What follows belongs to an exercise in optimizing a design on an open flow for small area, a short achievable clock period and few clock cycles; a production flow would make more cautious choices.
In this exercise RTL edits were held to simulation tests only and were not proved equivalent to the original.

// ytydla_cmac
module ytydla_cmac(ytydla_core_clk,
                   ytydla_core_rst_n,
                   mem2cmac_valid,
                   mem2cmac_dat_0,
                   mem2cmac_dat_1,
                   mem2cmac_dat_2,
                   mem2cmac_dat_3,
                   mem2cmac_dat_4,
                   mem2cmac_dat_5,
                   mem2cmac_dat_6,
                   mem2cmac_dat_7,
                   mem2cmac_dat_size,
                   mem2cmac_wt_0,
                   mem2cmac_wt_1,
                   mem2cmac_wt_2,
                   mem2cmac_wt_3,
                   mem2cmac_wt_4,
                   mem2cmac_wt_5,
                   mem2cmac_wt_6,
                   mem2cmac_wt_7,
                   cmac2mem_result,
                   cmac2mem_valid);
Size in the first run: ~200 flip-flops.
Settings: LEC_CHECK=0, CAP_MARGIN=5, CORE_MARGIN=2, CORE_UTILIZATION=45, PLACE_DENSITY=0.6, SETUP_SLACK_MARGIN=4.0, SLEW_MARGIN=5; clock period 9.0 ns.
standard.sh (not shown) runs the stock make flow with config.mk's settings and CLKGATE_MAP_FILE= SYNTH_SCRIPT=/design/flow/synth_recipe.tcl, a recipe that flattens the netlist after the stock synthesis.
==> flow/flow/run.sh <==
#!/bin/bash
# The standard layout (the standard.sh, all ORFS steps unchanged), except that the port
# buffers that global placement inserts use the plain sky130 buffer cell named below instead
# of the cell buffer_ports picks by default (a clock delay buffer).
set -euo pipefail
export BUFFER_PORTS_ARGS="-buffer_cell sky130_fd_sc_hd__buf_1"
bash standard.sh > standard_flow.log 2>&1
Testbench counts at the start, summed over its fixed seeds: cycles 16,597.
==> next run, changes <==
Settings changed: CAP_MARGIN 5 to 20, SETUP_SLACK_MARGIN 4.0 to 4.25, SLEW_MARGIN 5 to 20.
Outcome: Global-route usage came out lower by 1.1 points. Core utilization increases by 1.0 points. Routed wire length goes down by a few percent. Synthesized area stays the same. Worst hold slack gains 0.019 ns. Setup slack improves by 0.073 ns. Via count shrinks slightly. Cell area grows by a few percent.
==> next run, changes <==
Settings changed: SETUP_SLACK_MARGIN 4.25 to 5.0.
What happened: Maximum frequency decreases slightly. Worst setup slack got worse by 0.020 ns. Non-clock buffer count came out higher by 259. Cell area went up by roughly a tenth. Synthesized area stays the same. Synthesized cell count does not change. Hold slack got worse by 0.062 ns. Clock skew shrinks by 0.0048 ns.


Setup of P:
Starting RTL as in the previous note.
Settings: LEC_CHECK=0, CAP_MARGIN=20, CORE_MARGIN=2, CORE_UTILIZATION=45, PLACE_DENSITY=0.6, SETUP_SLACK_MARGIN=4.0, SLEW_MARGIN=20; clock period 9.0 ns.
Scripts as last shown in full above: flow/flow/run.sh
P finished every stage and its layout cleared the timing, DRC and antenna checks.
Testbench counts of P, summed over its fixed seeds: cycles 16,597.
Modified inputs, Q compared to P
-- flow/config.mk --
<<< P, line 10
export CORE_UTILIZATION = 45
export PLACE_DENSITY = 0.6
export SETUP_SLACK_MARGIN = 4.0
export SLEW_MARGIN = 20
>>> Q, line 10
export CORE_UTILIZATION = 45
export PLACE_DENSITY = 0.6
export SETUP_SLACK_MARGIN = 3.5
export SLEW_MARGIN = 20
### Flow results
Between Q and P, the difference in met2 wire length is negligible.
Diff P -> Q: buffers inserted during post-CTS setup optimization decreased by 17 relative to the old numbers; total clock buffers created by CTS saw little to no change; number of optimization iterations in the first detailed-route pass up 1.
Relative to Q, the following input files were edited for R:
-- flow/config.mk --
<<< Q, line 9
export CORE_MARGIN = 2
export CORE_UTILIZATION = 45
export PLACE_DENSITY = 0.6
export SETUP_SLACK_MARGIN = 3.5
export SLEW_MARGIN = 20
>>> R, line 9
export CORE_MARGIN = 2
export CORE_UTILIZATION = 45
export CTS_CLUSTER_DIAMETER = 150
export CTS_CLUSTER_SIZE = 40
export PLACE_DENSITY = 0.6
export SETUP_SLACK_MARGIN = 4.0
export SLEW_MARGIN = 20
--- outcome ---
- The run showing the greater met1 routing resource usage after global routing is R.
- Changes observed in R relative to Q: count of placed standard cells in the final layout, fillers left out increased 0.81%, buffers plus inverters on the worst setup path essentially unchanged, cell area increased 580 µm², area taken by multi-input logic gates increased 0.80%.
- Between Q and R, the difference in worst-path maximum fanout is negligible.
- [R] layout buffer count excluding clock buffers rose 5.7% relative to Q
- Taking Q as the reference, in R final number of max-transition violations has remained practically unchanged.
For S, these inputs were changed with respect to R:
==> flow/config.mk <==
export PLATFORM = sky130hd
export DESIGN_NAME = ytydla_cmac
export DESIGN_NICKNAME = ytydla_cmac
export VERILOG_FILES = /design/flow/design.v
export SDC_FILE = /design/flow/constraint.sdc
export NUM_CORES = 4
export LEC_CHECK = 0
export CAP_MARGIN = 20
export CORE_MARGIN = 2
export CORE_UTILIZATION = 55
export PLACE_DENSITY = 0.7
export SETUP_SLACK_MARGIN = 4.0
export SLEW_MARGIN = 20
## What came out
- Of S and R, it is S that has the higher count of routing violations after the opening detailed-route iteration.
- Fraction of area in multi-input gates delta for S relative to R: 0.65 points higher
- R reports its standard cell with the maximum stage delay on the critical path as sky130_fd_sc_hd__fa_2 while S reports sky130_fd_sc_hd__dfxtp_4.
- S: post-route worst hold slack 0.051 ns above R

re-timing with driven ports:
In the flow no input, the clock included, has a driving cell. The finished layouts below were timed again as built, in two steps.
Step 1: set_driving_cell puts a clkbuf_16 on ytydla_core_clk and a buf_2 on each other input, an assumption about the parent block.
Step 2 times the ports against the registers' clock, not the clock port: input delays grow and output delays shrink by t, the midpoint of the rising clock arrivals with the driver on.
a / b / c = ideal / step 1 / step 2; a / b = the first two.
| run | t, ns | slack for setup (ns) | worst hold slack (ns) | clock arrival spread, ns |
|---|---|---|---|---|
| the first run of note 1 | 0.571 | 4.022 / 3.966 / 3.594 | 0.554 / 0.554 / 0.554 | 0.015 / 0.015 |
| the second run of note 1 | 0.567 | 4.095 / 4.042 / 3.907 | 0.573 / 0.573 / 0.573 | 0.028 / 0.028 |
| the third run of note 1 | 0.569 | 4.076 / 4.013 / 4.271 | 0.512 / 0.512 / 0.512 | 0.023 / 0.022 |
| P | 0.569 | 4.028 / 3.972 / 3.587 | 0.554 / 0.554 / 0.554 | 0.015 / 0.014 |
| Q | 0.570 | 3.631 / 3.573 / 3.565 | 0.555 / 0.555 / 0.555 | 0.016 / 0.015 |
| R | 0.569 | 4.028 / 3.972 / 3.587 | 0.554 / 0.554 / 0.554 | 0.015 / 0.014 |
| S | 0.546 | 3.905 / 3.851 / 3.530 | 0.605 / 0.605 / 0.605 | 0.021 / 0.021 |
After both steps every run listed still meets setup and hold.
